Context: an optimization exercise on an open-source flow, tuned for small area and a short achievable clock period. The choices shown serve that exercise and are no tape-out recipe. Function was not checked in any run shown here: the RTL went through the layout flow alone. No activity file was given, so power comes from the tool's default toggle rates.

==> flow/design.v, too long to show whole: its modules and the start of the top module <==
// module multiplier: 3629 lines
// module FA: 4 lines
// module FAX: 6 lines
// module HA: 4 lines
// module HAN: 4 lines
// module OR2: 3 lines
// module FA1: 4 lines
// module MAJ: 3 lines
// module BTWO: 3 lines
// module BSGN: 3 lines
// module PPSEL: 3 lines
// module PPSELN: 3 lines
// module INV: 3 lines
// module NAND2: 3 lines
// module NOR2: 3 lines
// module XOR2: 3 lines
// module XNOR2: 3 lines
// module AOI21: 3 lines
// module OAI21: 3 lines
// module CPA: 1076 lines
module multiplier (
    input clk,
    input rst,
    input start,
    input [31:0] A,
    input [31:0] B,
    input [7:0] Physical_address_in,
    input [31:0] PC_in,
    output [63:0] Product,
    output reg done,
    output reg [7:0] Physical_address_out,
    output reg [31:0] PC_out
);
  // ...
==> flow/flow/run.sh <==
#!/bin/bash
# Layout flow: the standard ORFS flow (standard.sh) with extra ORFS
# settings read from flow/knobs.txt (one VAR=value per line; @FLOW@ stands
# for this flow folder). Its output goes to standard.log.
set -euo pipefail
flowdir="$(pwd)/flow"
knobs=()
while IFS= read -r line; do
  [[ -z "$line" || "$line" == \#* ]] && continue
  knobs+=("${line//@FLOW@/$flowdir}")
done < flow/knobs.txt
bash standard.sh "${knobs[@]}" finish > standard.log 2>&1
==> flow/flow/downsize.tcl <==
# Start the layout from the smallest drive strength of every logic cell that
# synthesis sized up; the flow's timing repair then sizes up what needs it.
set n 0
foreach inst [[ord::get_db_block] getInsts] {
  set m [[$inst getMaster] getName]
  if {![regexp {^(sky130_fd_sc_hd__[a-z0-9]+)_([0-9]+)$} $m -> base size]} { continue }
  if {$size <= 1} { continue }
  if {[string match "*df*" $base] || [string match "*conb*" $base] || [string match "*clk*" $base] || [string match "*maj3*" $base]} { continue }
  set small [get_lib_cells -quiet ${base}_1]
  if {$small == ""} { continue }
  replace_cell [$inst getName] $small
  incr n
}
puts "downsize: $n cells set to drive strength 1"
==> flow/flow/knobs.txt <==
BUFFER_PORTS_ARGS=-buffer_cell sky130_fd_sc_hd__buf_1
PRE_FLOORPLAN_TCL=@FLOW@/downsize.tcl
==> flow/standard.sh <==
#!/bin/bash
# synth_recipe.tcl (not shown) runs the flow's synth.tcl, then flattens the netlist and writes it again
# the make line also repeats each setting of config.mk as NAME=value (left out here)
make -C /OpenROAD-flow-scripts/flow DESIGN_CONFIG=/design/flow/config.mk WORK_HOME=/design/flow/orfs CLKGATE_MAP_FILE= SYNTH_SCRIPT=/design/flow/synth_recipe.tcl "${@:-finish}"
==> flow/config.mk <==
export PLATFORM = sky130hd
export DESIGN_NAME = multiplier
export DESIGN_NICKNAME = multiplier
export VERILOG_FILES = /design/flow/design.v
export SDC_FILE = /design/flow/constraint.sdc
export NUM_CORES = 8
export LEC_CHECK = 0
export CAP_MARGIN = 20
export CORE_MARGIN = 2
export CORE_UTILIZATION = 40
export PLACE_DENSITY = 0.7
export SETUP_SLACK_MARGIN = 0.75
export SLEW_MARGIN = 20
export SYNTH_HIERARCHICAL = 1
export SYNTH_MINIMUM_KEEP_SIZE = 0
==> flow/constraint.sdc <==
create_clock -name core_clock -period 5.0 [get_ports {clk}]
set_input_delay 1.0000 -clock core_clock [delete_from_list [all_inputs] [get_ports {clk}]]
set_output_delay 1.0000 -clock core_clock [all_outputs]
set_load 0.01 [all_outputs]
==> flow_summary.toml, run 1 <==
[layout]
clock_area_frac = 0.0201
reg.largest.list = "PC_out (32), Physical_address_out (8)"
fin_util = 0.470
fin_cells = 4047
buffer_area_frac = 0.0745
fin_nets = 3653
n_all_buffers = 401

[power_and_ir_drop]
p_leak_nw = 11.9
sequentialPowerShare = 0.118
clock_power_share = 0.064
top_power_group = "combinational cells"
p_int_mw = 11.1
switching_share = 0.526

[floorplanning]
ios = 212
die_area_um2 = 70300
die_h_um = 265

[clocking]
path_clk_slew_ns = 0.10
ctsResizeCount = 25
clkSinkCount = 188
cts_made_buffers = 17
cts.path.max_buffers = 2
postCtsHoldBufs = 0
clockRootBuffer = "clkbuf_16"

[routing]
dr_wl_met2_um = 42000
routed_wl_um = 89400
drc = 0
vias = 23500
routed.top_layer = "met5"

[setup_path]
endpoint_kind = "output port"
arrival_ns = 3.14
critPathMaxStageDelay_ns = 0.35
crit_chain = "xor2_1, xor2_1, xor2_2, a21oi_1, o21ai_1, a21oi_1, o21ai_1, a21oi_2, inv_1, buf_12, a21oi_1, xnor2_1, buf_1"
cp-startpoint = "r29_0"
path_class = "flip-flop to output port"

[timing]
slew_viol_final = 0
whs_ns = 0.571
tightest_slew_ns = 0.836
finalCritPeriodShare = 0.829
maxSlewHeadroom = 0.442

[status]
status = "complete, no violations"

[place]
post-place-ws_ns = 0.425
dpl_cell_area_um2 = 30500

[flow_run]
maxCapViolCount = 0

[global_route]
grt_pass1_vias = 23500
==> run 2, diff against run 1 <==
--- a/flow/design.v
+++ b/flow/design.v
@@ -6,22 +6,16 @@
     input [31:0] B,
     input [7:0] Physical_address_in,
     input [31:0] PC_in,
     output [63:0] Product,
     output reg done,
     output reg [7:0] Physical_address_out,
     output reg [31:0] PC_out
 );
-  reg r26_0;
-  reg r26_1;
-  reg r26_2;
-  reg r27_0;
-  reg r27_1;
-  reg r27_2;
   reg r28_0;
   reg r28_1;
   reg r28_2;
   reg r29_0;
   reg r29_1;
   reg r29_2;
   reg r30_0;
   reg r30_1;
@@ -60,22 +54,16 @@
   reg r41_1;
   reg r41_2;
   reg r42_0;
   reg r42_1;
   reg r42_2;
   reg r43_0;
   reg r43_1;
   reg r43_2;
-  reg r44_0;
-  reg r44_1;
-  reg r44_2;
-  reg r45_0;
-  reg r45_1;
-  reg r45_2;
   reg r0_0;
   reg r0_1;
   reg r1_0;
   reg r2_0;
   reg r2_1;
   reg r3_0;
   reg r3_1;
   reg r4_0;
@@ -117,18 +105,26 @@
   reg r22_0;
   reg r22_1;
   reg r23_0;
   reg r23_1;
   reg r24_0;
   reg r24_1;
   reg r25_0;
   reg r25_1;
-  reg r26_3;
+  reg r26_0;
+  reg r26_1;
+  reg r27_0;
+  reg r27_1;
+  reg r28_3;
+  reg r44_0;
+  reg r45_0;
+  reg r45_1;
   reg r46_0;
+  reg r46_1;
   reg r47_0;
   reg r47_1;
   reg r48_0;
   reg r48_1;
   reg r49_0;
   reg r49_1;
   reg r50_0;
   reg r50_1;
@@ -3163,32 +3159,32 @@
   FA u_218 (.a(c86), .b(c87), .c(c88), .s(s218), .co(c218));
   FA u_219 (.a(s90), .b(s91), .c(s7), .s(s219), .co(c219));
   FA u_220 (.a(s92), .b(c89), .c(s93), .s(s220), .co(c220));
   FA u_221 (.a(c90), .b(c91), .c(s94), .s(s221), .co(c221));
   FA u_222 (.a(s95), .b(s10), .c(c92), .s(s222), .co(c222));
   FA u_223 (.a(s96), .b(c93), .c(s97), .s(s223), .co(c223));
   FA u_224 (.a(c94), .b(c95), .c(s98), .s(s224), .co(c224));
   FA u_225 (.a(s99), .b(s14), .c(c96), .s(s225), .co(c225));
-  FAX u_226 (.a(s100), .b(c97), .c(s101), .s(s226), .co(c226));
+  FA u_226 (.a(s100), .b(c97), .c(s101), .s(s226), .co(c226));
   FA u_227 (.a(c98), .b(c99), .c(s102), .s(s227), .co(c227));
   FA u_228 (.a(s18), .b(s103), .c(c100), .s(s228), .co(c228));
-  FAX u_229 (.a(c101), .b(s104), .c(s105), .s(s229), .co(c229));
+  FA u_229 (.a(c101), .b(s104), .c(s105), .s(s229), .co(c229));
   FA u_230 (.a(c102), .b(s106), .c(s23), .s(s230), .co(c230));
   FA u_231 (.a(c103), .b(s107), .c(c104), .s(s231), .co(c231));
-  FAX u_232 (.a(c105), .b(s108), .c(s109), .s(s232), .co(c232));
+  FA u_232 (.a(c105), .b(s108), .c(s109), .s(s232), .co(c232));
   FA u_233 (.a(c106), .b(s110), .c(s27), .s(s233), .co(c233));
   FA u_234 (.a(c107), .b(s111), .c(c108), .s(s234), .co(c234));
-  FAX u_235 (.a(c109), .b(s112), .c(s113), .s(s235), .co(c235));
+  FA u_235 (.a(c109), .b(s112), .c(s113), .s(s235), .co(c235));
   FA u_236 (.a(c110), .b(s114), .c(s32), .s(s236), .co(c236));
   FA u_237 (.a(c111), .b(c112), .c(s115), .s(s237), .co(c237));
-  FAX u_238 (.a(c113), .b(s116), .c(s117), .s(s238), .co(c238));
+  FA u_238 (.a(c113), .b(s116), .c(s117), .s(s238), .co(c238));
   FA u_239 (.a(c114), .b(s118), .c(s37), .s(s239), .co(c239));
   FA u_240 (.a(c116), .b(c115), .c(s119), .s(s240), .co(c240));
-  FAX u_241 (.a(c117), .b(s120), .c(s121), .s(s241), .co(c241));
+  FA u_241 (.a(c117), .b(s120), .c(s121), .s(s241), .co(c241));
   FA u_242 (.a(c118), .b(s122), .c(s40), .s(s242), .co(c242));
   FA u_243 (.a(c120), .b(c119), .c(s123), .s(s243), .co(c243));
   FA u_244 (.a(s124), .b(c121), .c(s125), .s(s244), .co(c244));
   FA u_245 (.a(c122), .b(s126), .c(s127), .s(s245), .co(c245));
   FA u_246 (.a(s44), .b(c123), .c(s128), .s(s246), .co(c246));
   FA u_247 (.a(c124), .b(c125), .c(s129), .s(s247), .co(c247));
   FA u_248 (.a(c126), .b(c127), .c(s130), .s(s248), .co(c248));
   FA u_249 (.a(s131), .b(s46), .c(s132), .s(s249), .co(c249));
@@ -3270,61 +3266,61 @@
   FA u_324 (.a(s192), .b(c190), .c(s193), .s(s324), .co(c324));
   FA u_325 (.a(c191), .b(s194), .c(c192), .s(s325), .co(c325));
   FA u_326 (.a(s195), .b(c193), .c(s196), .s(s326), .co(c326));
   FA u_327 (.a(c194), .b(s197), .c(c195), .s(s327), .co(c327));
   FA u_328 (.a(s198), .b(c196), .c(s199), .s(s328), .co(c328));
   FA u_329 (.a(c197), .b(s200), .c(c198), .s(s329), .co(c329));
   FA u_330 (.a(c199), .b(s201), .c(s202), .s(s330), .co(c330));
   FA u_331 (.a(c200), .b(s203), .c(c201), .s(s331), .co(c331));
-  FAX u_332 (.a(c202), .b(s204), .c(s205), .s(s332), .co(c332));
-  FAX u_333 (.a(c203), .b(c204), .c(s206), .s(s333), .co(c333));
-  FAX u_334 (.a(c205), .b(s207), .c(s208), .s(s334), .co(c334));
+  FA u_332 (.a(c202), .b(s204), .c(s205), .s(s332), .co(c332));
+  FA u_333 (.a(c203), .b(c204), .c(s206), .s(s333), .co(c333));
+  FA u_334 (.a(c205), .b(s207), .c(s208), .s(s334), .co(c334));
   FA u_335 (.a(c206), .b(c207), .c(c208), .s(s335), .co(c335));
   FA u_336 (.a(s209), .b(s210), .c(s211), .s(s336), .co(c336));
   FA u_337 (.a(c209), .b(c210), .c(s212), .s(s337), .co(c337));
   FA u_338 (.a(s213), .b(c211), .c(s214), .s(s338), .co(c338));
-  FA u_339 (.a(c212), .b(c213), .c(s215), .s(s339), .co(c339));
+  FAX u_339 (.a(c212), .b(c213), .c(s215), .s(s339), .co(c339));
   FA u_340 (.a(s216), .b(c214), .c(s217), .s(s340), .co(c340));
   FA u_341 (.a(c215), .b(c216), .c(s218), .s(s341), .co(c341));
-  FAX u_342 (.a(s219), .b(c217), .c(s220), .s(s342), .co(c342));
+  FA u_342 (.a(s219), .b(c217), .c(s220), .s(s342), .co(c342));
   FA u_343 (.a(c218), .b(c219), .c(s221), .s(s343), .co(c343));
-  FAX u_344 (.a(s222), .b(c220), .c(s223), .s(s344), .co(c344));
+  FA u_344 (.a(s222), .b(c220), .c(s223), .s(s344), .co(c344));
   FA u_345 (.a(c221), .b(s224), .c(s225), .s(s345), .co(c345));
-  FAX u_346 (.a(c222), .b(s226), .c(c223), .s(s346), .co(c346));
+  FA u_346 (.a(c222), .b(c223), .c(s226), .s(s346), .co(c346));
   FA u_347 (.a(c224), .b(s227), .c(s228), .s(s347), .co(c347));
-  FAX u_348 (.a(c225), .b(s229), .c(c226), .s(s348), .co(c348));
-  FAX u_349 (.a(c227), .b(s230), .c(s231), .s(s349), .co(c349));
-  FAX u_350 (.a(c228), .b(s232), .c(c229), .s(s350), .co(c350));
-  FAX u_351 (.a(c230), .b(s233), .c(s234), .s(s351), .co(c351));
-  FAX u_352 (.a(c231), .b(s235), .c(c232), .s(s352), .co(c352));
+  FA u_348 (.a(c225), .b(c226), .c(s229), .s(s348), .co(c348));
+  FA u_349 (.a(c227), .b(s230), .c(s231), .s(s349), .co(c349));
+  FA u_350 (.a(c228), .b(c229), .c(s232), .s(s350), .co(c350));
+  FA u_351 (.a(c230), .b(s233), .c(s234), .s(s351), .co(c351));
+  FA u_352 (.a(c231), .b(c232), .c(s235), .s(s352), .co(c352));
   FA u_353 (.a(c233), .b(s236), .c(c234), .s(s353), .co(c353));
-  FAX u_354 (.a(s238), .b(c235), .c(s237), .s(s354), .co(c354));
-  FAX u_355 (.a(c236), .b(s239), .c(c237), .s(s355), .co(c355));
-  FAX u_356 (.a(s241), .b(c238), .c(s240), .s(s356), .co(c356));
+  FA u_354 (.a(s237), .b(c235), .c(s238), .s(s354), .co(c354));
+  FA u_355 (.a(c236), .b(s239), .c(c237), .s(s355), .co(c355));
+  FA u_356 (.a(s240), .b(c238), .c(s241), .s(s356), .co(c356));
   FAX u_357 (.a(c239), .b(s242), .c(s243), .s(s357), .co(c357));
   FAX u_358 (.a(c240), .b(c241), .c(s244), .s(s358), .co(c358));
-  FAX u_359 (.a(c242), .b(s245), .c(s246), .s(s359), .co(c359));
+  FA u_359 (.a(c242), .b(s245), .c(s246), .s(s359), .co(c359));
   FAX u_360 (.a(c243), .b(c244), .c(s247), .s(s360), .co(c360));
-  FAX u_361 (.a(c245), .b(s248), .c(s249), .s(s361), .co(c361));
-  FAX u_362 (.a(c246), .b(c247), .c(s250), .s(s362), .co(c362));
-  FAX u_363 (.a(c248), .b(s251), .c(s252), .s(s363), .co(c363));
-  FAX u_364 (.a(c249), .b(c250), .c(s253), .s(s364), .co(c364));
+  FA u_361 (.a(c245), .b(s248), .c(s249), .s(s361), .co(c361));
+  FA u_362 (.a(c246), .b(c247), .c(s250), .s(s362), .co(c362));
+  FA u_363 (.a(c248), .b(s251), .c(s252), .s(s363), .co(c363));
+  FA u_364 (.a(c249), .b(c250), .c(s253), .s(s364), .co(c364));
   FA u_365 (.a(c251), .b(s254), .c(c252), .s(s365), .co(c365));
   FA u_366 (.a(s255), .b(c253), .c(s256), .s(s366), .co(c366));
   FA u_367 (.a(c254), .b(c255), .c(s257), .s(s367), .co(c367));
   FA u_368 (.a(s258), .b(c256), .c(s259), .s(s368), .co(c368));
   FA u_369 (.a(c257), .b(c258), .c(s260), .s(s369), .co(c369));
-  FAX u_370 (.a(s261), .b(c259), .c(s262), .s(s370), .co(c370));
+  FA u_370 (.a(s261), .b(c259), .c(s262), .s(s370), .co(c370));
   FA u_371 (.a(c260), .b(s263), .c(c261), .s(s371), .co(c371));
-  FA u_372 (.a(s264), .b(s265), .c(c262), .s(s372), .co(c372));
+  FAX u_372 (.a(s264), .b(s265), .c(c262), .s(s372), .co(c372));
   FA u_373 (.a(c263), .b(c264), .c(s266), .s(s373), .co(c373));
   FA u_374 (.a(c265), .b(s267), .c(s268), .s(s374), .co(c374));
   FA u_375 (.a(c267), .b(c266), .c(s269), .s(s375), .co(c375));
-  FAX u_376 (.a(s270), .b(c268), .c(s271), .s(s376), .co(c376));
+  FA u_376 (.a(s270), .b(c268), .c(s271), .s(s376), .co(c376));
   FA u_377 (.a(s272), .b(c270), .c(c269), .s(s377), .co(c377));
   FA u_378 (.a(s273), .b(c271), .c(s274), .s(s378), .co(c378));
   FA u_379 (.a(c272), .b(s275), .c(s276), .s(s379), .co(c379));
   FA u_380 (.a(c273), .b(c274), .c(s277), .s(s380), .co(c380));
   FA u_381 (.a(c275), .b(s278), .c(s279), .s(s381), .co(c381));
   FA u_382 (.a(c276), .b(c277), .c(s280), .s(s382), .co(c382));
   FA u_383 (.a(c278), .b(s281), .c(s282), .s(s383), .co(c383));
   FA u_384 (.a(c280), .b(c279), .c(s283), .s(s384), .co(c384));
@@ -3359,48 +3355,48 @@
   FA u_412 (.a(c305), .b(s307), .c(s308), .s(s412), .co(c412));
   FA u_413 (.a(c307), .b(s309), .c(c308), .s(s413), .co(c413));
   FA u_414 (.a(c309), .b(s311), .c(c310), .s(s414), .co(c414));
   FA u_415 (.a(c311), .b(s313), .c(c312), .s(s415), .co(c415));
   FA u_416 (.a(c313), .b(s315), .c(c314), .s(s416), .co(c416));
   FA u_417 (.a(c315), .b(c316), .c(s317), .s(s417), .co(c417));
   FA u_418 (.a(c317), .b(s319), .c(c318), .s(s418), .co(c418));
   FA u_419 (.a(c319), .b(s321), .c(c320), .s(s419), .co(c419));
-  FAX u_420 (.a(c321), .b(s323), .c(c322), .s(s420), .co(c420));
-  FAX u_421 (.a(c323), .b(s325), .c(c324), .s(s421), .co(c421));
-  FAX u_422 (.a(c325), .b(s327), .c(c326), .s(s422), .co(c422));
-  FAX u_423 (.a(c327), .b(s329), .c(c328), .s(s423), .co(c423));
-  FAX u_424 (.a(c329), .b(s331), .c(c330), .s(s424), .co(c424));
-  FAX u_425 (.a(c331), .b(s333), .c(c332), .s(s425), .co(c425));
+  FA u_420 (.a(c321), .b(s323), .c(c322), .s(s420), .co(c420));
+  FA u_421 (.a(c323), .b(s325), .c(c324), .s(s421), .co(c421));
+  FA u_422 (.a(c325), .b(s327), .c(c326), .s(s422), .co(c422));
+  FA u_423 (.a(c327), .b(s329), .c(c328), .s(s423), .co(c423));
+  FA u_424 (.a(c329), .b(s331), .c(c330), .s(s424), .co(c424));
+  FA u_425 (.a(c331), .b(s333), .c(c332), .s(s425), .co(c425));
   FAX u_426 (.a(c333), .b(c334), .c(s335), .s(s426), .co(c426));
-  FA u_427 (.a(c335), .b(s337), .c(c336), .s(s427), .co(c427));
-  FA u_428 (.a(c337), .b(s339), .c(c338), .s(s428), .co(c428));
-  FAX u_429 (.a(c339), .b(s341), .c(c340), .s(s429), .co(c429));
+  FAX u_427 (.a(c335), .b(s337), .c(c336), .s(s427), .co(c427));
+  FAX u_428 (.a(c337), .b(s339), .c(c338), .s(s428), .co(c428));
+  FA u_429 (.a(c339), .b(s341), .c(c340), .s(s429), .co(c429));
   FAX u_430 (.a(c341), .b(s343), .c(c342), .s(s430), .co(c430));
   FAX u_431 (.a(c343), .b(s345), .c(c344), .s(s431), .co(c431));
-  FAX u_432 (.a(c345), .b(c346), .c(s347), .s(s432), .co(c432));
-  FAX u_433 (.a(s349), .b(c347), .c(c348), .s(s433), .co(c433));
-  FAX u_434 (.a(s351), .b(c349), .c(c350), .s(s434), .co(c434));
-  FAX u_435 (.a(c351), .b(c352), .c(s353), .s(s435), .co(c435));
-  FAX u_436 (.a(s355), .b(c353), .c(c354), .s(s436), .co(c436));
+  FAX u_432 (.a(c345), .b(s347), .c(c346), .s(s432), .co(c432));
+  FAX u_433 (.a(c347), .b(s349), .c(c348), .s(s433), .co(c433));
+  FAX u_434 (.a(c349), .b(s351), .c(c350), .s(s434), .co(c434));
+  FAX u_435 (.a(c351), .b(s353), .c(c352), .s(s435), .co(c435));
+  FAX u_436 (.a(c353), .b(s355), .c(c354), .s(s436), .co(c436));
   FAX u_437 (.a(s357), .b(c355), .c(c356), .s(s437), .co(c437));
-  FAX u_438 (.a(s359), .b(c357), .c(c358), .s(s438), .co(c438));
-  FAX u_439 (.a(s361), .b(c359), .c(c360), .s(s439), .co(c439));
-  FAX u_440 (.a(s363), .b(c361), .c(c362), .s(s440), .co(c440));
+  FAX u_438 (.a(c357), .b(c358), .c(s359), .s(s438), .co(c438));
+  FAX u_439 (.a(c360), .b(c359), .c(s361), .s(s439), .co(c439));
+  FAX u_440 (.a(c361), .b(c362), .c(s363), .s(s440), .co(c440));
   FAX u_441 (.a(c364), .b(c363), .c(s365), .s(s441), .co(c441));
   FAX u_442 (.a(s367), .b(c365), .c(c366), .s(s442), .co(c442));
   FAX u_443 (.a(c367), .b(s369), .c(s370), .s(s443), .co(c443));
   FAX u_444 (.a(c369), .b(s371), .c(s372), .s(s444), .co(c444));
-  FA u_445 (.a(c371), .b(s373), .c(s374), .s(s445), .co(c445));
+  FAX u_445 (.a(c371), .b(s373), .c(s374), .s(s445), .co(c445));
   FAX u_446 (.a(c373), .b(s375), .c(c374), .s(s446), .co(c446));
-  FAX u_447 (.a(c375), .b(s377), .c(c376), .s(s447), .co(c447));
-  FAX u_448 (.a(c377), .b(c378), .c(s379), .s(s448), .co(c448));
-  FAX u_449 (.a(c379), .b(c380), .c(s381), .s(s449), .co(c449));
-  FAX u_450 (.a(s383), .b(c381), .c(s384), .s(s450), .co(c450));
-  FAX u_451 (.a(c383), .b(s385), .c(s386), .s(s451), .co(c451));
+  FA u_447 (.a(c375), .b(s377), .c(c376), .s(s447), .co(c447));
+  FA u_448 (.a(c377), .b(c378), .c(s379), .s(s448), .co(c448));
+  FA u_449 (.a(c379), .b(c380), .c(s381), .s(s449), .co(c449));
+  FA u_450 (.a(s383), .b(c381), .c(s384), .s(s450), .co(c450));
+  FA u_451 (.a(c383), .b(s385), .c(s386), .s(s451), .co(c451));
   FA u_452 (.a(c385), .b(s387), .c(s388), .s(s452), .co(c452));
   FA u_453 (.a(c387), .b(s389), .c(s390), .s(s453), .co(c453));
   FA u_454 (.a(c389), .b(c390), .c(s391), .s(s454), .co(c454));
   FA u_455 (.a(c391), .b(c392), .c(s393), .s(s455), .co(c455));
   FA u_456 (.a(s395), .b(c393), .c(s396), .s(s456), .co(c456));
   FA u_457 (.a(c395), .b(s397), .c(s398), .s(s457), .co(c457));
   FA u_458 (.a(s399), .b(c397), .c(s400), .s(s458), .co(c458));
   FA u_459 (.a(c399), .b(s402), .c(s401), .s(s459), .co(c459));
@@ -3422,70 +3418,64 @@
   FA u_474 (.a(s310), .b(c412), .c(s413), .s(s474), .co(c474));
   FA u_475 (.a(s312), .b(c413), .c(s414), .s(s475), .co(c475));
   FA u_476 (.a(s314), .b(c414), .c(s415), .s(s476), .co(c476));
   FA u_477 (.a(s316), .b(c415), .c(s416), .s(s477), .co(c477));
   FA u_478 (.a(s318), .b(c416), .c(s417), .s(s478), .co(c478));
   FA u_479 (.a(s320), .b(c417), .c(s418), .s(s479), .co(c479));
   FA u_480 (.a(s322), .b(c418), .c(s419), .s(s480), .co(c480));
   FAX u_481 (.a(s324), .b(c419), .c(s420), .s(s481), .co(c481));
-  FAX u_482 (.a(s326), .b(s421), .c(c420), .s(s482), .co(c482));
-  FAX u_483 (.a(s328), .b(s422), .c(c421), .s(s483), .co(c483));
-  FAX u_484 (.a(s330), .b(s423), .c(c422), .s(s484), .co(c484));
-  FAX u_485 (.a(s332), .b(s424), .c(c423), .s(s485), .co(c485));
-  FAX u_486 (.a(s334), .b(s425), .c(c424), .s(s486), .co(c486));
+  FAX u_482 (.a(s326), .b(c420), .c(s421), .s(s482), .co(c482));
+  FAX u_483 (.a(s328), .b(c421), .c(s422), .s(s483), .co(c483));
+  FAX u_484 (.a(s330), .b(c422), .c(s423), .s(s484), .co(c484));
+  FAX u_485 (.a(s332), .b(c423), .c(s424), .s(s485), .co(c485));
+  FAX u_486 (.a(s334), .b(c424), .c(s425), .s(s486), .co(c486));
   FAX u_487 (.a(s336), .b(c425), .c(s426), .s(s487), .co(c487));
-  FAX u_488 (.a(r26_0), .b(r26_1), .c(r26_2), .s(s488), .co(c488));
-  FAX u_489 (.a(r27_0), .b(r27_1), .c(r27_2), .s(s489), .co(c489));
+  FAX u_488 (.a(s338), .b(c426), .c(s427), .s(s488), .co(c488));
+  FAX u_489 (.a(s340), .b(s428), .c(c427), .s(s489), .co(c489));
   FAX u_490 (.a(r28_0), .b(r28_1), .c(r28_2), .s(s490), .co(c490));
   FAX u_491 (.a(r29_0), .b(r29_1), .c(r29_2), .s(s491), .co(c491));
   FAX u_492 (.a(r30_0), .b(r30_1), .c(r30_2), .s(s492), .co(c492));
   FAX u_493 (.a(r31_0), .b(r31_1), .c(r31_2), .s(s493), .co(c493));
   FAX u_494 (.a(r32_0), .b(r32_1), .c(r32_2), .s(s494), .co(c494));
   FAX u_495 (.a(r33_0), .b(r33_1), .c(r33_2), .s(s495), .co(c495));
   FAX u_496 (.a(r34_0), .b(r34_1), .c(r34_2), .s(s496), .co(c496));
   FAX u_497 (.a(r35_0), .b(r35_1), .c(r35_2), .s(s497), .co(c497));
   FAX u_498 (.a(r36_0), .b(r36_1), .c(r36_2), .s(s498), .co(c498));
   FAX u_499 (.a(r37_0), .b(r37_1), .c(r37_2), .s(s499), .co(c499));
   FAX u_500 (.a(r38_0), .b(r38_1), .c(r38_2), .s(s500), .co(c500));
   FAX u_501 (.a(r39_0), .b(r39_1), .c(r39_2), .s(s501), .co(c501));
   FAX u_502 (.a(r40_0), .b(r40_1), .c(r40_2), .s(s502), .co(c502));
   FAX u_503 (.a(r41_0), .b(r41_1), .c(r41_2), .s(s503), .co(c503));
   FAX u_504 (.a(r42_0), .b(r42_1), .c(r42_2), .s(s504), .co(c504));
   FAX u_505 (.a(r43_0), .b(r43_1), .c(r43_2), .s(s505), .co(c505));
-  FAX u_506 (.a(r44_0), .b(r44_1), .c(r44_2), .s(s506), .co(c506));
-  FAX u_507 (.a(r45_0), .b(r45_1), .c(r45_2), .s(s507), .co(c507));
-  FAX u_508 (.a(s378), .b(s447), .c(c446), .s(s508), .co(c508));
+  FAX u_506 (.a(c372), .b(c444), .c(s445), .s(s506), .co(c506));
+  FAX u_507 (.a(s376), .b(s446), .c(c445), .s(s507), .co(c507));
+  FAX u_508 (.a(s378), .b(c446), .c(s447), .s(s508), .co(c508));
   FAX u_509 (.a(s380), .b(c447), .c(s448), .s(s509), .co(c509));
   FAX u_510 (.a(s382), .b(c448), .c(s449), .s(s510), .co(c510));
   FAX u_511 (.a(c382), .b(c449), .c(s450), .s(s511), .co(c511));
-  FAX u_512 (.a(c384), .b(s451), .c(c450), .s(s512), .co(c512));
-  FAX u_513 (.a(c386), .b(c451), .c(s452), .s(s513), .co(c513));
+  FAX u_512 (.a(c384), .b(c450), .c(s451), .s(s512), .co(c512));
+  FAX u_513 (.a(c386), .b(s452), .c(c451), .s(s513), .co(c513));
   FA u_514 (.a(c388), .b(s453), .c(c452), .s(s514), .co(c514));
   FA u_515 (.a(s392), .b(c453), .c(s454), .s(s515), .co(c515));
   FA u_516 (.a(s394), .b(c454), .c(s455), .s(s516), .co(c516));
   FA u_517 (.a(c394), .b(c455), .c(s456), .s(s517), .co(c517));
   FA u_518 (.a(c396), .b(c456), .c(s457), .s(s518), .co(c518));
   FA u_519 (.a(c398), .b(s458), .c(c457), .s(s519), .co(c519));
   FA u_520 (.a(c400), .b(c458), .c(s459), .s(s520), .co(c520));
   FA u_521 (.a(c401), .b(c459), .c(s460), .s(s521), .co(c521));
   FA u_522 (.a(c403), .b(s461), .c(c460), .s(s522), .co(c522));
   FA u_523 (.a(pp15_31), .b(s462), .c(c461), .s(s523), .co(c523));
   FA u_524 (.a(s463), .b(pp15_32), .c(c462), .s(s524), .co(c524));
   FA u_525 (.a(sgn15), .b(pp16_31), .c(c463), .s(s525), .co(c525));
   always @(posedge clk) begin
     done <= start & ~rst;
     Physical_address_out <= Physical_address_in;
     PC_out <= PC_in;
-    r26_0 <= c426;
-    r26_1 <= s427;
-    r26_2 <= s338;
-    r27_0 <= c427;
-    r27_1 <= s428;
-    r27_2 <= s340;
     r28_0 <= c428;
     r28_1 <= s429;
     r28_2 <= s342;
     r29_0 <= c429;
     r29_1 <= s430;
     r29_2 <= s344;
     r30_0 <= c430;
     r30_1 <= s431;
@@ -3524,22 +3514,16 @@
     r41_1 <= s442;
     r41_2 <= s368;
     r42_0 <= c442;
     r42_1 <= s443;
     r42_2 <= c368;
     r43_0 <= c443;
     r43_1 <= s444;
     r43_2 <= c370;
-    r44_0 <= c444;
-    r44_1 <= s445;
-    r44_2 <= c372;
-    r45_0 <= c445;
-    r45_1 <= s446;
-    r45_2 <= s376;
     r0_0 <= ns0;
     r0_1 <= pp0_0;
     r1_0 <= pp0_1;
     r2_0 <= s464;
     r2_1 <= pp1_0;
     r3_0 <= c464;
     r3_1 <= s465;
     r4_0 <= c465;
@@ -3581,18 +3565,26 @@
     r22_0 <= c483;
     r22_1 <= s484;
     r23_0 <= c484;
     r23_1 <= s485;
     r24_0 <= c485;
     r24_1 <= s486;
     r25_0 <= c486;
     r25_1 <= s487;
-    r26_3 <= c487;
-    r46_0 <= s508;
+    r26_0 <= c487;
+    r26_1 <= s488;
+    r27_0 <= c488;
+    r27_1 <= s489;
+    r28_3 <= c489;
+    r44_0 <= s506;
+    r45_0 <= c506;
+    r45_1 <= s507;
+    r46_0 <= c507;
+    r46_1 <= s508;
     r47_0 <= c508;
     r47_1 <= s509;
     r48_0 <= c509;
     r48_1 <= s510;
     r49_0 <= c510;
     r49_1 <= s511;
     r50_0 <= c511;
     r50_1 <= s512;
@@ -3618,18 +3610,18 @@
     r60_1 <= s522;
     r61_0 <= c522;
     r61_1 <= s523;
     r62_0 <= c523;
     r62_1 <= s524;
     r63_0 <= c524;
     r63_1 <= s525;
   end
-  wire [63:0] X = {r63_0, r62_0, r61_0, r60_0, r59_0, r58_0, r57_0, r56_0, r55_0, r54_0, r53_0, r52_0, r51_0, r50_0, r49_0, r48_0, r47_0, r46_0, c506, c505, c504, c503, c502, c501, c500, c499, c498, c497, c496, c495, c494, c493, c492, c491, c490, c489, c488, r26_3, r25_0, r24_0, r23_0, r22_0, r21_0, r20_0, r19_0, r18_0, r17_0, r16_0, r15_0, r14_0, r13_0, r12_0, r11_0, r10_0, r9_0, r8_0, r7_0, r6_0, r5_0, r4_0, r3_0, r2_0, r1_0, r0_0};
-  wire [63:0] Y = {r63_1, r62_1, r61_1, r60_1, r59_1, r58_1, r57_1, r56_1, r55_1, r54_1, r53_1, r52_1, r51_1, r50_1, r49_1, r48_1, r47_1, c507, s507, s506, s505, s504, s503, s502, s501, s500, s499, s498, s497, s496, s495, s494, s493, s492, s491, s490, s489, s488, r25_1, r24_1, r23_1, r22_1, r21_1, r20_1, r19_1, r18_1, r17_1, r16_1, r15_1, r14_1, r13_1, r12_1, r11_1, r10_1, r9_1, r8_1, r7_1, r6_1, r5_1, r4_1, r3_1, r2_1, 1'b1, r0_1};
+  wire [63:0] X = {r63_0, r62_0, r61_0, r60_0, r59_0, r58_0, r57_0, r56_0, r55_0, r54_0, r53_0, r52_0, r51_0, r50_0, r49_0, r48_0, r47_0, r46_0, r45_0, r44_0, c504, c503, c502, c501, c500, c499, c498, c497, c496, c495, c494, c493, c492, c491, c490, r28_3, r27_0, r26_0, r25_0, r24_0, r23_0, r22_0, r21_0, r20_0, r19_0, r18_0, r17_0, r16_0, r15_0, r14_0, r13_0, r12_0, r11_0, r10_0, r9_0, r8_0, r7_0, r6_0, r5_0, r4_0, r3_0, r2_0, r1_0, r0_0};
+  wire [63:0] Y = {r63_1, r62_1, r61_1, r60_1, r59_1, r58_1, r57_1, r56_1, r55_1, r54_1, r53_1, r52_1, r51_1, r50_1, r49_1, r48_1, r47_1, r46_1, r45_1, c505, s505, s504, s503, s502, s501, s500, s499, s498, s497, s496, s495, s494, s493, s492, s491, s490, r27_1, r26_1, r25_1, r24_1, r23_1, r22_1, r21_1, r20_1, r19_1, r18_1, r17_1, r16_1, r15_1, r14_1, r13_1, r12_1, r11_1, r10_1, r9_1, r8_1, r7_1, r6_1, r5_1, r4_1, r3_1, r2_1, 1'b1, r0_1};
   CPA u_cpa (.x(X), .y(Y), .s(Product));
 endmodule
 module FA (input a, input b, input c, output s, output co);
   assign s = a ^ b ^ c;
   assign co = (a & b) | (a & c) | (b & c);
 endmodule
 module FAX (input a, input b, input c, output s, output co);
   wire t;
==> flow/config.mk (replaced) <==
export PLATFORM = sky130hd
export DESIGN_NAME = multiplier
export DESIGN_NICKNAME = multiplier
export VERILOG_FILES = /design/flow/design.v
export SDC_FILE = /design/flow/constraint.sdc
export NUM_CORES = 8
export LEC_CHECK = 0
export CAP_MARGIN = 20
export CORE_MARGIN = 2
export CORE_UTILIZATION = 40
export PLACE_DENSITY = 0.7
export SETUP_SLACK_MARGIN = 0.6
export SLEW_MARGIN = 20
export SYNTH_HIERARCHICAL = 1
export SYNTH_MINIMUM_KEEP_SIZE = 0
==> run 2 against run 1 <==
Cell count down 2.2%. Worst setup slack worse by 0.073 ns. Die area down 1.4%. Largest power group unchanged. Core utilization down 0.55 points. Critical path type is now input port to flip-flop. Clock power about the same. Cell area down 1.9%. Flip-flop and latch count down 4. Sequential power about the same. Fmax down 1.7%. Global-route usage about the same. Power down 5.6%. Hold slack worse by 0.0066 ns.
==> flow_summary.toml, run 2 <==
[global_route]
grt_max_degree = 35
grt_pass1_vias = 23500
overflow = 0
antenna_found_initial = 11
grt_pass1_wl_um = 135000
grt_use_total = 0.252

[clocking]
clockRootBuffer = "clkbuf_16"
cts.path.max_buffers = 2
cts.htree.levels = 4
cts_made_buffers = 17
path_clk_slew_ns = 0.09
clkSinkCount = 184
cts_tree = "yes"

[floorplanning]
rows = 95
chipWidth_um = 263
die_h_um = 263
initial_core_util = 0.402
ios = 212
coreArea_um2 = 66900
die_area_um2 = 69300

[routing]
routed-wl-met3_um = 8440
routed_wl_um = 88200
wl_per_cell_um = 22.3
dr.pass1.iters = 7
dr.first_iter.drc_count = 2794
vias_per_cell = 5.82
routed.top_layer = "met5"
drc = 0
dr_wl_met2_um = 40800
vias = 23000
ant_nets = 0
wl_met1_um = 34800

[layout]
drive_gt1_frac = 0.101
layout.area.seq_um2 = 3680
largest_reg_flops = 32
n_fill_cell = 6384
layout_common_cells = "743 x xor2_1, 528 x a22oi_1, 411 x fa_1, 194 x buf_1, 184 x dfxtp_1"
fin_nets = 3595
multiInputGateArea_um2 = 23200
final_common_cell = "xor2_1"
regMostFlops = "PC_out"
reg.largest.list = "PC_out (32), Physical_address_out (8)"

[timing]
min_period_ns = 4.22
whs_ns = 0.564
rsz0062_at_grt = "no"
finalCritPeriodShare = 0.843
setup_viol = 0
max_freq_mhz = 237
maxSlewHeadroom = 0.400
setup_tns_ns = 0
slew_viol_final = 0
hold_viol_final = 0
tightest_slew_ns = 0.900

[flow_run]
maxCapViolCount = 0

[place]
place_hpwl_um = 69200
place.gp.congestion = 0.942
port_buffers = 211

[setup_path]
critPathBufInv = 2
arrival_ns = 4.61
endpoint_kind = "flip-flop"
path_class = "input port to flip-flop"
critical_path.most_common_cell = "fa_1"
worst_setup_path_start_kind = "input port"
slowest_stage = "a21boi_1"
cp_num_cells = 8
cp.required_ns = 5.39
cp-startpoint = "B[3]"
crit_chain = "clkbuf_2, buf_4, a21boi_1, fa_1, fa_1, fa_1, fa_1, maj3_2"
critPathMaxStageDelay_ns = 0.65
cp_top_family = "adder cells"
cp_max_fo = 20

[logic_synthesis]
syn_inst = 2663
yosysWarnings = 7

[power_and_ir_drop]
ir_worst_vdd_mv = 0.645
finalPower_mw = 22.1
p_comb_frac = 0.810
p_int_mw = 10.6
sequentialPowerShare = 0.124
power.switching_mw = 11.5
p_per_area_nw_per_um2 = 710
switching_share = 0.521
p_leak_nw = 11.6
clock_power_share = 0.066

[min_path]
hold_start = "Physical_address_in[2]"
min-delay-path-class = "input port to flip-flop"
worstHoldPathCells = 1

[status]
status = "complete, no violations"
run 2: layout make-up:
type	count	area share
clock inverters	15	0.00712
clock buffers	17	0.0137
diodes	7	0.000563
flip-flops and latches	184	0.118
well taps	873	0.0351
repair buffers	381	0.0710
multi-input cells	2409	0.745
inverters	73	0.00893
run 2: path summary, 6_finish.rpt:
| check | end | slack, ns |
|---|---|---|
| setup / recovery | r37_0 | 0.78 |
| hold / removal | Physical_address_out[2] | 0.56 |
run 2: through the flow:
stage / cell area (um^2) / utilization / std cells / setup slack, ns
global placement: 30100 / 0.450 / 3909 / 0.337
floorplan: 26900 / - / 2670 / 0.694
finish: 31100 / 0.465 / 3959 / 0.784
CTS: 30900 / 0.461 / 3943 / 0.601
global route: 31100 / 0.465 / 3957 / 0.578
detailed placement: 30100 / 0.450 / 3909 / 0.304
run 2: timing repair:
| action | 4_1_cts | 5_1_grt |
|---|---|---|
| buffers inserted | 2 | 9 |
| hold buffers | 0 | 0 |
| setup endpoints to repair | 23 | 23 |
| gates resized for setup | 16 | 32 |
| pin swaps | 4 | 21 |
| cloned | 0 | 0 |
run 2: per-layer routing:
| metal | vias up | GRT usage |
|---|---|---|
| met1 | 11300 | 0.319 |
| met2 | 1292 | 0.404 |
| met4 | 12 | 0.122 |
| met5 | - | 0 |
| li1 | 10200 | - |
| met3 | 240 | 0.0630 |
run 2: power by group through the flow:
stage	clock (mW)	sequential (mW)	combinational, mW
3_3_place_gp	0	2.75	16.8
4_1_cts	1.52	2.73	17.4
2_1_floorplan	0	2.66	12.2
6_report	1.47	2.74	17.9
3_5_place_dp	0	2.76	17.1
5_1_grt	1.56	2.80	19.8
==> run 3, diff against run 2 <==
--- a/flow/config.mk
+++ b/flow/config.mk
@@ -10,5 +10,5 @@
 export CORE_UTILIZATION = 40
 export PLACE_DENSITY = 0.7
-export SETUP_SLACK_MARGIN = 0.6
+export SETUP_SLACK_MARGIN = 0.8
 export SLEW_MARGIN = 20
 export SYNTH_HIERARCHICAL = 1
==> run 3 against run 2 <==
Cell count up 1.1%. Clock power is essentially flat. Still clean on timing, DRC and antenna. Non-clock buffer count up 43.
==> flow_summary.toml, run 3 <==
[status]
status = "complete, no violations"

[place]
place.gp.congestion = 0.955
place_hpwl_um = 70100
port_buffers = 211
dpl_cell_area_um2 = 30500
dp_cells = 3926

[layout]
fin_cells = 4002
layout_common_cells = "735 x xor2_1, 528 x a22oi_1, 411 x fa_1, 186 x buf_4, 180 x buf_1"
drive_gt1_frac = 0.140
largest_reg_flops = 32
final_common_cell = "xor2_1"
fin_nets = 3638
finish.instance_area_um2 = 31900
reg.largest.list = "PC_out (32), Physical_address_out (8)"
fin_util = 0.477
regMostFlops = "PC_out"

[global_route]
antenna_found_initial = 8
grt_max_degree = 36
grt_pass1_vias = 23400
overflow = 0
grt_use_total = 0.253
grt_pass1_wl_um = 135000

[timing]
tightest_slew_ns = 0.919
min_period_ns = 4.15
finalCritPeriodShare = 0.829
maxSlewHeadroom = 0.388
rsz0062_at_grt = "yes"
setup_tns_ns = 0
max_freq_mhz = 241
setup_viol = 0
hold_viol_final = 0
slew_viol_final = 0
whs_ns = 0.565

[floorplanning]
chipWidth_um = 263
die_area_um2 = 69300
coreArea_um2 = 66900
die_h_um = 263
ios = 212
rows = 95
initial_core_util = 0.402

[setup_path]
crit_chain = "xor2_1, xor2_1, xor2_1, a21oi_2, o21ai_4, a21oi_4, o21ai_2, buf_6, clkinvlp_4, o21ai_1, a21oi_1, xnor2_1, buf_1"
cp.required_ns = 4.00
slowest_stage = "dfxtp_1"
worst_setup_path_start_kind = "flip-flop"
critPathMaxStageDelay_ns = 0.35
path_class = "flip-flop to output port"
cp_max_fo = 8
endpoint_kind = "output port"
arrival_ns = 3.15
critical_path.most_common_cell = "xor2_1"

[routing]
dr.pass1.iters = 6
vias = 23200
routed_wl_um = 89100
ant_nets = 0
drc = 0
wl_per_cell_um = 22.3
dr.first_iter.drc_count = 2705
vias_per_cell = 5.80

[clocking]
cts.path.max_buffers = 2
cts_tree = "yes"
cts.htree.levels = 4
path_clk_slew_ns = 0.09
cts_made_buffers = 17
clkSinkCount = 184
clockRootBuffer = "clkbuf_16"
postCtsHoldBufs = 0

[power_and_ir_drop]
ir_worst_vdd_mv = 0.604
p_leak_nw = 11.9
p_per_area_nw_per_um2 = 727

[min_path]
hold_start = "PC_in[26]"
min-delay-path-class = "input port to flip-flop"
worstHoldEndpoint = "PC_out[26]"
worstHoldPathCells = 1

[logic_synthesis]
yosysWarnings = 7
syn_inst = 2663

[flow_run]
maxCapViolCount = 0
==> run 3: per-stage QoR <==
step	worst slack [ns]	power [mW]
after floorplan	0.807	14.9
after global placement	0.349	19.6
after detailed placement	0.285	20.0
after CTS	0.802	22.2
after global routing	0.642	25.3
final	0.854	23.2
==> run 3: worst max-delay path by stage <==
stage	depth (start not counted)	slack [ns]	to	from
6_report	13	0.85	Product[53]	r33_0
5_1_grt	10	0.64	Product[63]	r49_1
4_1_cts	14	0.80	Product[49]	r37_0
3_5_place_dp	10	0.28	r48_1	A[31]
3_3_place_gp	10	0.35	r48_1	A[31]
2_1_floorplan	8	0.81	r28_3	B[0]
==> run 3: final cells by class <==
type | instances | area (um^2)
Clock buffer | 17 | 425
Antenna cell | 7 | 17.5
Fill cell | 6266 | 35000
Inverter | 73 | 282
Multi-Input combinational cell | 2409 | 23500
Clock inverter | 15 | 209
Timing Repair Buffer | 424 | 2680
Tap cell | 873 | 1090
Sequential cell | 184 | 3700
==> run 3: critical path, delay by kind of cell (launching register included) <==
family | cells | cell delay, ns
XOR/XNOR | 4 | 0.86
buffers and inverters | 3 | 0.51
AO/OA/AOI/OAI | 6 | 0.89
flip-flops | 1 | 0.35
==> run 3: power by group <==
| group | internal (mW) | leakage (nW) | switching (mW) | total, mW |
|---|---|---|---|---|
| registers | 2.32 | 1.55 | 0.444 | 2.76 |
| clock network | 0.697 | 0.306 | 0.777 | 1.47 |
| logic | 8.19 | 10.1 | 10.7 | 18.9 |
==> run 3: per-layer routing <==
layer | vias up | global-route usage | part of all wire
met5 | - | 0 | 0.00039
met4 | 6 | 0.112 | 0.041
met3 | 238 | 0.0538 | 0.089
met2 | 1214 | 0.409 | 0.47
met1 | 11500 | 0.328 | 0.40
li1 | 10300 | - | -
==> run 3: what timing repair did <==
| action | 4_1_cts | 5_1_grt |
|---|---|---|
| pin swaps | 17 | 58 |
| gates resized for setup | 31 | 94 |
| setup buffers | 17 | 20 |
| endpoints found under the setup margin | 40 | 53 |
| endpoints found under the hold margin | 0 | 0 |

-- re-timing with driven ports --
The results above use ideal ports. As a check the final layouts listed here were re-extracted and re-timed, cells and wires unchanged. Step 1: set_driving_cell puts a clkbuf_16 on clk and a buf_2 on each other input, an assumption about the parent block. Step 2, shift: input delay + t, output delay - t, t = (earliest + latest rising clock arrival at the registers) / 2. This alone moves slack from input paths to output paths. Three values: ideal ports, drivers, drivers and shift; two values: the first two.
run	t, ns	setup WS [ns]	worst data-port slew with drivers (ns)
run 1	0.567	0.857 / 0.794 / 0.316	0.15
run 2	0.570	0.784 / 0.724 / 0.239	0.15
run 3	0.572	0.854 / 0.793 / 0.298	0.14
After both steps setup and hold are still met in every run listed. The setup slack of run 3, which loses most, moves by -0.061 ns with the drivers and by -0.556 ns with both steps.
